What follows belongs to an exercise in optimizing a design on an open flow for small area, a short achievable clock period and few clock cycles per item; a production flow would make more cautious choices. Function was checked by simulation only, so behaviour that the tests miss may differ from the original.

==> trial 54 <==
Design ntt32_163841, start of the top module:
module ntt32_163841 ( clk, rst, start, input_fg, addr, din, dout, valid );
clock: 8.0 ns
lec_check: 0
cap_margin: 20
core_margin: 2
core_utilization: 60
cts_buf_list: sky130_fd_sc_hd__clkbuf_8
cts_cluster_size: 30
setup_slack_margin: 3.8
slew_margin: 20
run.sh (not shown) runs the stock make flow with config.mk's settings and CLKGATE_MAP_FILE= SYNTH_SCRIPT=/design/flow/synth_recipe.tcl, a recipe that flattens the netlist after the stock synthesis.
==> inputs of trial 74, as changes to trial 54 <==
--- a/flow/design.v
+++ b/flow/design.v
@@ -871,42 +871,45 @@
     lr <= cs_s[14:0] + cs_c[14:0];
     hr <= cs_s[35:15] + cs_c[35:15];
   end
   wire [21:0] k3s, k3c;
   csa #(22) kc (.x({4'd0, lr, 2'b00}), .y({6'd0, lr}), .z(~{hr[20], hr}), .s(k3s), .c(k3c));
   reg  signed [21:0] r1;
   always @(posedge clk) r1 <= k3s + k3c + 22'd1;
-  wire [18:0] q1 = {2'b00, r1[14:0], 2'b00};
-  wire [18:0] q2 = {4'd0, r1[14:0]};
-  wire [18:0] q3 = ~{{12{r1[21]}}, r1[21:15]};
-  wire [18:0] m1s, m1c, m2s, m2c;
-  csa #(19) kd (.x(q1), .y(q2), .z(q3), .s(m1s), .c(m1c));
-  csa #(19) ke (.x(m1s), .y(m1c), .z(19'd360448), .s(m2s), .c(m2c));
-  wire signed [18:0] r2  = m1s + m1c + 19'd1;
-  wire signed [18:0] r2m = m2s + m2c;       
-  wire [18:0] m3s, m3c;
-  csa #(19) kf (.x(m1s), .y(m1c), .z(19'd442368), .s(m3s), .c(m3c));
-  wire [18:0] dcmp = m3s + m3c;
-  assign xc = dcmp[18] ? r2[17:0] : r2m[17:0];
+  wire [18:0] l19 = {{4{r1[14]}}, r1[14:0]};
+  wire [18:0] q1 = {l19[16:0], 2'b00};
+  wire [18:0] q3 = ~{{12{r1[21]}}, r1[21:15]};      
+  wire [18:0] m1s, m1c, m2s, m2c, m3s, m3c;
+  csa #(19) kd (.x(q1), .y(l19), .z(q3), .s(m1s), .c(m1c));
+  csa #(19) ke (.x(m1s), .y(m1c), .z(19'd360447), .s(m2s), .c(m2c));   
+  csa #(19) kf (.x(m1s), .y(m1c), .z(19'd163841), .s(m3s), .c(m3c));   
+  wire [18:0] ci = {18'd0, ~r1[14]};                  
+  wire signed [18:0] r2  = m1s + m1c + ci;
+  wire signed [18:0] r2m = m2s + m2c + ci;            
+  wire signed [18:0] r2p = m3s + m3c + ci;            
+  wire signed [7:0] hh = $signed(r1[21:15]) + $signed({7'd0, r1[14]});
+  wire signed [7:0] fl = 8'sd5 * $signed({6'd0, r1[1:0]});
+  wire signed [7:0] fm = 8'sd5 * $signed({5'd0, r1[2:0]});
+  wire hi = (r1[14:2] == 13'h0fff) & ((fl - hh) > 8'sd20);
+  wire lo = (r1[14:3] == 12'h800)  & (fm < hh);
+  assign xc = hi ? r2m[17:0] : (lo ? r2p[17:0] : r2[17:0]);
   always @(posedge clk) if (!hold) x <= r2;
 endmodule
 module jmul (
   input                     clk,
-  input      signed [18:0]  s,
+  input      signed [21:0]  t,
   output reg [16:0]         jl,
   output reg [20:0]         jh
 );
-  wire [35:0] se = {{17{s[18]}}, s};
-  wire [35:0] j1s, j1c, j2s, j2c, j3s, j3c;
-  csa #(36) ja (.x(se << 16), .y(se << 13), .z(~(se << 8)), .s(j1s), .c(j1c));
-  csa #(36) jb (.x(~(se << 6)), .y(~(se << 2)), .z(j1s), .s(j2s), .c(j2c));
-  csa #(36) jc (.x(j1c), .y(j2c), .z(j2s), .s(j3s), .c(j3c));
+  wire [35:0] te = {{14{t[21]}}, t};
+  wire [35:0] j1s, j1c;
+  csa #(36) ja (.x(te << 13), .y(~(te << 5)), .z(~(te << 2)), .s(j1s), .c(j1c));
   always @(posedge clk) begin
-    jl <= j3s[14:0] + j3c[14:0] + 17'd3;
-    jh <= j3s[35:15] + j3c[35:15];
+    jl <= j1s[14:0] + j1c[14:0] + 17'd2;
+    jh <= j1s[35:15] + j1c[35:15];
   end
 endmodule
 module kred5 (
   input  [21:0] v,
   output [17:0] r
 );
   wire [17:0] l  = {{3{v[14]}}, v[14:0]};
@@ -1217,27 +1220,32 @@
     x0d2 <= x0d1;
     x0d3 <= x0d2;
     X0   <= pwbp[4] ? X1 : x0d3;    
     dout <= kc1;           
   end
   reg  signed [21:0] v0, v2;
   reg  signed [19:0] s1;
-  reg  signed [18:0] s3;
+  wire [21:0] x1e = {{3{X1[18]}}, X1};
+  wire [21:0] x3e = {{3{X3[18]}}, X3};
+  wire [21:0] n1s, n1c, n2s, n2c;
+  csa #(22) c91 (.x(x1e << 3), .y(x1e), .z(~(x3e << 3)), .s(n1s), .c(n1c));
+  csa #(22) c92 (.x(n1s), .y(n1c), .z(~x3e), .s(n2s), .c(n2c));
+  reg  signed [21:0] s9;
   always @(posedge clk) begin
     v0 <= X0 + X1 + X2 + X3;
     v2 <= X0 + X2 - X1 - X3;
     s1 <= X0 - X2;
-    s3 <= X1 - X3;
+    s9 <= n2s + n2c + 22'd2;
   end
   wire [17:0] k0, k2;
   kred5 r0 (.v(v0), .r(k0));
   kred5 r2 (.v(v2), .r(k2));
   wire        [16:0] jl;
   wire        [20:0] jh;
-  jmul mj (.clk(clk), .s(s3), .jl(jl), .jh(jh));
+  jmul mj (.clk(clk), .t(s9), .jl(jl), .jh(jh));
   reg  [17:0] y0d, y2d;
   reg  signed [19:0] s1d;
   always @(posedge clk) begin
     y0d <= k0;
     y2d <= k2;
     s1d <= s1;
   end
@@ -1274,28 +1282,30 @@
     for (i = 0; i < 4; i = i + 1) begin
       wwe[i]  <= ws_act & ((ws_md != 2'd1) | ~(i[0] ^ ws_base[0]));
       wwa[i]  <= laddr(ws_md, ws_pl, ws_vd, ws_a2, ws_a1, ws_base, i[1:0]);
       wsel[i] <= (ws_md == 2'd2) ? (ws_base - i[1:0]) : (i[1:0] - ws_base);
     end
   end
   reg        ldv, ld_fg;
-  reg [5:0]  ld_addr;
+  reg [3:0]  ld_be;       
+  reg [3:0]  ld_wa;       
   reg [17:0] din_r;
+  wire [1:0] in_bank = addr[5:4] + addr[3:2] + addr[1:0] + {1'b0, input_fg};
   always @(posedge clk) begin
-    ldv     <= (state == ST_IDLE);
-    ld_fg   <= input_fg;
-    ld_addr <= addr;
-    din_r   <= din;
+    ldv   <= (state == ST_IDLE);
+    ld_fg <= input_fg;
+    ld_wa <= addr[5:2];
+    ld_be <= 4'd1 << in_bank;
+    din_r <= din;
   end
-  wire [1:0] ld_bank = ld_addr[5:4] + ld_addr[3:2] + ld_addr[1:0] + {1'b0, ld_fg};
   always @(*) begin
     for (i = 0; i < 4; i = i + 1) begin
       if (ldv) begin
-        bwe[i] = (ld_bank == i[1:0]);
-        bwa[i] = {ld_fg, ld_addr[5:2]};
+        bwe[i] = ld_be[i];
+        bwa[i] = {ld_fg, ld_wa};
         bwd[i] = din_r;
       end else begin
         bwe[i] = wwe[i];
         bwa[i] = wwa[i];
         bwd[i] = y[wsel[i]];
       end
     end
==> flow/config.mk (replaced) <==
export PLATFORM = sky130hd
export DESIGN_NAME = ntt32_163841
export DESIGN_NICKNAME = ntt32_163841
export VERILOG_FILES = /design/flow/design.v
export SDC_FILE = /design/flow/constraint.sdc
export NUM_CORES = 4
export LEC_CHECK = 0
export CAP_MARGIN = 20
export CORE_MARGIN = 2
export CORE_UTILIZATION = 45
export SETUP_SLACK_MARGIN = 4.6
export SLEW_MARGIN = 20
==> inputs of trial 46, as changes to trial 54 <==
==> flow/config.mk (replaced) <==
export PLATFORM = sky130hd
export DESIGN_NAME = ntt32_163841
export DESIGN_NICKNAME = ntt32_163841
export VERILOG_FILES = /design/flow/design.v
export SDC_FILE = /design/flow/constraint.sdc
export NUM_CORES = 4
export LEC_CHECK = 0
export CAP_MARGIN = 20
export CORE_MARGIN = 2
export CORE_UTILIZATION = 45
export SETUP_SLACK_MARGIN = 4.3
export SLEW_MARGIN = 20
==> summary.txt <==
| item | trial 46 | trial 74 | trial 54 |
|---|---|---|---|
| Largest incremental delay on the critical path | 0.55 ns | 0.59 ns | 0.84 ns |
| DP Cell Count | 20310 | 20470 | 18950 |
| Area after DPL | 0.1845 sq mm | 0.1861 sq mm | 0.1824 sq mm |
| Outcome | timing/DRC/antenna clean | timing/DRC/antenna clean | timing/DRC/antenna clean |
| Area of all sequential standard cells | 0.09288 sq mm | 0.09311 sq mm | 0.09270 sq mm |
| Top fanout value on the critical path | 3 | 3 | 15 |
| Fraction of the mapped netlist area in simple logic gates | 9.450% | 9.332% | 9.450% |
| Worst Path Arrival | 4.89 ns | 4.91 ns | 5.51 ns |
| Register-to-register setup slack | 3.97 ns | 3.91 ns | 3.57 ns |
| Final std cell area, no fill | 0.2071 sq mm | 0.2163 sq mm | 0.1968 sq mm |
| Initial drt markers | 19080 | 18950 | 21460 |
| Instance count on the critical path | 16 | 14 | 10 |
| Syn Area/Cell | 11.35 sq um | 11.29 sq um | 11.35 sq um |
| Reg2reg start | s3[9]$_DFF_P_ | mj.jl[4]$_DFF_P_ | ra[1][4]$_SDFF_PP0_ |
| Routed length on met3 | 79.24 mm | 80.20 mm | 88.55 mm |
| Number of standard-cell rows in the floorplan | 230 | 231 | 199 |
| Resize count post-CTS | 728 | 1650 | 146 |
| Share of the clock period used by the worst path after layout | 50.37% | 51.10% | 55.35% |
| Mapped cell area | 0.1771 sq mm | 0.1781 sq mm | 0.1771 sq mm |
| Area used by multi-input combinational logic | 0.07954 sq mm | 0.08469 sq mm | 0.07741 sq mm |
| Antenna cells | 14 | 11 | 15 |
| Number of buffer and inverter stages on the critical path | 4 | 1 | 2 |
| Area share of the largest cell type after synthesis | 39.39% | 39.16% | 39.39% |
| Launch point of the worst path | s3[9]$_DFF_P_ | mj.jl[4]$_DFF_P_ | ra[1][4]$_SDFF_PP0_ |
Testbench counts of trial 54, summed over its fixed seeds: cycles 35,912, txns 96.
Testbench counts of trial 74, summed over its fixed seeds: cycles 35,912, txns 96.
Testbench counts of trial 46, summed over its fixed seeds: cycles 35,912, txns 96.

[re-timing with driven ports]
The results above use ideal ports. As a check the final layouts listed here were re-extracted and re-timed, cells and wires unchanged. Step 1 assumes that a clkbuf_16 drives the clock port and a buf_2 every other input. Step 2 times the ports against the registers' clock, not the clock port: input delays grow and output delays shrink by t, the midpoint of the rising clock arrivals with the driver on. Slacks: ideal / step 1 / step 2; pairs: ideal / step 1.
run	shift t [ns]	slack for setup (ns)	worst slew at a driven data input, ns	pins driven straight from the clock port
trial 54	1.280	3.572 / 3.572 / 2.545	0.35	1
trial 74	1.058	3.912 / 3.912 / 3.494	0.21	1
trial 46	1.052	3.970 / 3.970 / 3.352	0.23	1
After both steps every run listed still meets setup and hold. The setup slack of trial 54, which loses most, moves by 0.000 ns with the drivers and by -1.027 ns with both steps.
